What follows belongs to an exercise in optimizing a design on an open flow for small area; a production flow would make more cautious choices.
In this exercise RTL edits were held to simulation tests only and were not proved equivalent to the original.
The flow treats the clock pin as an ideal source, which a real chip does not have.

==> inputs of amber <==
Design fir_filter, start of the top module:
module fir_filter(
    input              clk,
    input              n_rst,
    input  signed [7:0] din,
    output reg signed [7:0] dout
);
export LEC_CHECK = 0
export CAP_MARGIN = 20
export CORE_MARGIN = 2
export CORE_UTILIZATION = 70
export SLEW_MARGIN = 20
create_clock -name core_clock -period 6.0 [get_ports {clk}]
standard.sh (not shown) runs the stock make flow with config.mk's settings and CLKGATE_MAP_FILE= SYNTH_SCRIPT=/design/flow/synth_recipe.tcl, a recipe that flattens the netlist after the stock synthesis.
==> flow/flow/run.sh <==
#!/bin/bash
# Own layout flow: the standard synthesis (unchanged) fixes the registers;
# its combinational logic is then replaced by the equivalent hand-built
# full-adder netlist from gen4.py, and the standard ORFS flow lays it out.
set -uo pipefail
HERE=$(pwd)
RES=$HERE/orfs/results/$FLOW_PLATFORM/fir_filter/base
bash standard.sh synth > synth_std.log 2>&1 || { echo "standard synthesis failed"; exit 1; }
cp $RES/1_2_yosys.v std_synth.v
python3 flow/gen4.py flow/spec.json gen_rtl.v own_net.v > gen.log 2>&1
if python3 flow/inject.py std_synth.v own_net.v injected.v > inject.log 2>&1; then
  cp injected.v $RES/1_2_yosys.v
  rm -f $RES/1_synth.odb $RES/1_synth.sdc
  bash standard.sh synth > synth_odb.log 2>&1 || { echo "odb from injected netlist failed"; exit 1; }
else
  echo "register mismatch, keeping the standard netlist" | tee -a inject.log
fi
# clock tree: no dummy balancing loads, small clock buffers
export CTS_ARGS="-sink_clustering_enable -repair_clock_nets -dont_use_dummy_load -root_buf sky130_fd_sc_hd__clkbuf_8 -buf_list sky130_fd_sc_hd__clkbuf_4"
# port buffers: the smallest buffer cell
export BUFFER_PORTS_ARGS="-buffer_cell sky130_fd_sc_hd__buf_1"
export POST_CTS_TCL=$HERE/flow/post_cts.tcl
bash standard.sh > layout.log 2>&1
Other scripts of this flow, unchanged in this note and not shown: flow/flow/gen4.py, flow/flow/inject.py, flow/flow/post_cts.tcl, flow/flow/spec.json
==> inputs of sierra, as changes to amber <==
--- a/flow/flow/run.sh
+++ b/flow/flow/run.sh
@@ -18,6 +18,4 @@
 # clock tree: no dummy balancing loads, small clock buffers
 export CTS_ARGS="-sink_clustering_enable -repair_clock_nets -dont_use_dummy_load -root_buf sky130_fd_sc_hd__clkbuf_8 -buf_list sky130_fd_sc_hd__clkbuf_4"
-# port buffers: the smallest buffer cell
-export BUFFER_PORTS_ARGS="-buffer_cell sky130_fd_sc_hd__buf_1"
 export POST_CTS_TCL=$HERE/flow/post_cts.tcl
 bash standard.sh > layout.log 2>&1
==> impl_metrics.yaml <==
status:
  status: "finished clean"
routing:
  wl_met3_um: 402
  drt_iter0_markers: 91
global_routing:
  grt.met2_usage_pct: 36.0
setup_path:
  worstPathMaxFanout: 3
finish:
  clk_share_pct: 2.28
worst_hold_path:
  worstHoldEndpoint: "d4[5]$_DFF_PN0_"
[end of results for sierra]
==> impl_metrics.yaml <==
global_routing:
  grt.met2_usage_pct: 34.6
status:
  status: "finished clean"
finish:
  clk_share_pct: 2.40
setup_path:
  worstPathMaxFanout: 2
[end of results for amber]

* * *

==> inputs of wip/nickel <==
fir_filter again, from the RTL that the note above started with.
## fir_filter
module fir_filter(
    input              clk,
    input              n_rst,
    input  signed [7:0] din,
    output reg signed [7:0] dout
);
clock: 6.0 ns
lec_check: 0
cap_margin: 20
core_margin: 2
core_utilization: 70
slew_margin: 20
==> flow/flow/run.sh <==
#!/bin/bash
# Own layout flow: the standard synthesis (unchanged) fixes the registers;
# its combinational logic is then replaced by the equivalent hand-built
# full-adder netlist from gen4.py, and the standard ORFS flow lays it out.
set -uo pipefail
HERE=$(pwd)
RES=$HERE/orfs/results/$FLOW_PLATFORM/fir_filter/base
bash standard.sh synth > synth_std.log 2>&1 || { echo "standard synthesis failed"; exit 1; }
cp $RES/1_2_yosys.v std_synth.v
python3 flow/gen4.py flow/spec.json gen_rtl.v own_net.v > gen.log 2>&1
if python3 flow/inject.py std_synth.v own_net.v injected.v > inject.log 2>&1; then
  cp injected.v $RES/1_2_yosys.v
  rm -f $RES/1_synth.odb $RES/1_synth.sdc
  bash standard.sh synth > synth_odb.log 2>&1 || { echo "odb from injected netlist failed"; exit 1; }
else
  echo "register mismatch, keeping the standard netlist" | tee -a inject.log
fi
# clock tree: no dummy balancing loads, small clock buffers
export CTS_ARGS="-sink_clustering_enable -repair_clock_nets -dont_use_dummy_load -root_buf sky130_fd_sc_hd__clkbuf_8 -buf_list sky130_fd_sc_hd__clkbuf_4"
export POST_CTS_TCL=$HERE/flow/post_cts.tcl
bash standard.sh > layout.log 2>&1
Other scripts of this flow, unchanged in this note and not shown: flow/flow/gen4.py, flow/flow/inject.py, flow/flow/post_cts.tcl, flow/flow/spec.json
==> inputs of wip/raven, as changes to wip/nickel <==
--- a/flow/flow/run.sh
+++ b/flow/flow/run.sh
@@ -18,4 +18,6 @@
 # clock tree: no dummy balancing loads, small clock buffers
 export CTS_ARGS="-sink_clustering_enable -repair_clock_nets -dont_use_dummy_load -root_buf sky130_fd_sc_hd__clkbuf_8 -buf_list sky130_fd_sc_hd__clkbuf_4"
+# port buffers: the smallest buffer cell
+export BUFFER_PORTS_ARGS="-buffer_cell sky130_fd_sc_hd__buf_1"
 export POST_CTS_TCL=$HERE/flow/post_cts.tcl
 bash standard.sh > layout.log 2>&1
==> impl_results.md <==
- FF-to-FF path depth: 12
- Clk slew on worst S/H paths: 110 ps
- Fillcell total: 559
- Status: timing/DRC/antenna clean
- Worst path arrival time: 6050 ps
- Crit Reg-Reg Startpoint: d9[0]
- Dpl cells: 506
- Fin crit share: a little over nine tenths
(the above is from wip/raven)
==> impl_results.md <==
- Dpl cells: 505
- Clk slew on worst S/H paths: about 90 ps
- Crit Reg-Reg Startpoint: d4[0]
- CP startpoint: d4[0]
- Fin crit share: 97.0%
- Status: timing/DRC/antenna clean
(the above is from wip/nickel)

* * *

==> job 7359: inputs <==
fir_filter, a different RTL version from the one above (not shown whole).
==> flow/config.mk <==
export PLATFORM = sky130hd
export DESIGN_NAME = fir_filter
export DESIGN_NICKNAME = fir_filter
export VERILOG_FILES = /design/flow/design.v
export SDC_FILE = /design/flow/constraint.sdc
export NUM_CORES = 4
export LEC_CHECK = 0
export CAP_MARGIN = 0
export CORE_MARGIN = 2
export CORE_UTILIZATION = 70
export SLEW_MARGIN = 0
==> flow/constraint.sdc <==
create_clock -name core_clock -period 6.0 [get_ports {clk}]
set_input_delay 1.2000 -clock core_clock [delete_from_list [all_inputs] [get_ports {clk}]]
set_output_delay 1.2000 -clock core_clock [all_outputs]
set_load 0.01 [all_outputs]
==> flow/flow/run.sh <==
#!/bin/bash
# Own layout flow: the standard synthesis (unchanged) fixes the registers;
# its combinational logic is then replaced by the equivalent hand-built
# full-adder netlist from gen4.py, and the standard ORFS flow lays it out.
set -uo pipefail
HERE=$(pwd)
RES=$HERE/orfs/results/$FLOW_PLATFORM/fir_filter/base
bash standard.sh synth > synth_std.log 2>&1 || { echo "standard synthesis failed"; exit 1; }
cp $RES/1_2_yosys.v std_synth.v
python3 flow/gen4.py flow/spec.json gen_rtl.v own_net.v > gen.log 2>&1
if python3 flow/inject.py std_synth.v own_net.v injected.v > inject.log 2>&1; then
  cp injected.v $RES/1_2_yosys.v
  rm -f $RES/1_synth.odb $RES/1_synth.sdc
  bash standard.sh synth > synth_odb.log 2>&1 || { echo "odb from injected netlist failed"; exit 1; }
else
  echo "register mismatch, keeping the standard netlist" | tee -a inject.log
fi
# clock tree: no dummy balancing loads, small clock buffers
export CTS_ARGS="-sink_clustering_enable -repair_clock_nets -dont_use_dummy_load -root_buf sky130_fd_sc_hd__clkbuf_8 -buf_list sky130_fd_sc_hd__clkbuf_4"
# port buffers: the smallest buffer cell
export BUFFER_PORTS_ARGS="-buffer_cell sky130_fd_sc_hd__buf_1"
export POST_CTS_TCL=$HERE/flow/post_cts.tcl
bash standard.sh > layout.log 2>&1
Other scripts of this flow, unchanged in this note and not shown: flow/flow/gen4.py, flow/flow/inject.py, flow/flow/post_cts.tcl, flow/flow/spec.json
==> job 907 (differences from job 7359) <==
- CAP_MARGIN: 0 -> 20
- GPL_TIMING_DRIVEN: not set -> 0
- SLEW_MARGIN: 0 -> 20
==> results.txt <==
Between job 907 and job 7359, the lower non-clock buffer count is in job 907 (gap 2).
Of job 907 and job 7359, job 7359 has the higher wire length (gap about 0.7%, measured against job 7359).
Of job 7359 and job 907, job 7359 has the higher global-route usage (gap 0.35 points).
Die area is the same in job 7359 and job 907.
Count of clock-buffer cells in the layout is the same in job 7359 and job 907.
Between job 7359 and job 907, the lower maximum frequency is in job 907 (gap about 0.37%, measured against job 907).
Sequential cell count is the same in job 7359 and job 907.
In job 7359 the design area is lower than in job 907, by about 0.64%.
In synthesized area, job 7359 and job 907 do not differ.

re-timing with driven ports:
In the flow no input, the clock included, has a driving cell. The finished layouts below were timed again as built, in two steps. Step 1 (the two cells are an assumption about what drives the block):
set clk [get_ports {clk}]
set_driving_cell -lib_cell sky130_fd_sc_hd__clkbuf_16 $clk
set_driving_cell -lib_cell sky130_fd_sc_hd__buf_2 [delete_from_list [all_inputs] $clk]
Step 2 times the ports against the registers' clock, not the clock port: input delays grow and output delays shrink by t, the midpoint of the rising clock arrivals with the driver on. Slacks: ideal / step 1 / step 2; pairs: ideal / step 1.
| run | t (ns) | setup WS [ns] | worst data-port slew with drivers (ns) |
|---|---|---|---|
| amber | 0.436 | 0.214 / 0.214 / 0.214 | 0.03 |
| sierra | 0.434 | 0.180 / 0.180 / 0.180 | 0.04 |
| wip/nickel | 0.429 | 0.181 / 0.181 / 0.181 | 0.04 |
| wip/raven | 0.433 | 0.209 / 0.209 / 0.209 | 0.03 |
| job 7359 | 0.439 | 0.167 / 0.167 / 0.167 | 0.04 |
| job 907 | 0.424 | 0.145 / 0.145 / 0.145 | 0.03 |
After both steps setup and hold are still met in every run listed.
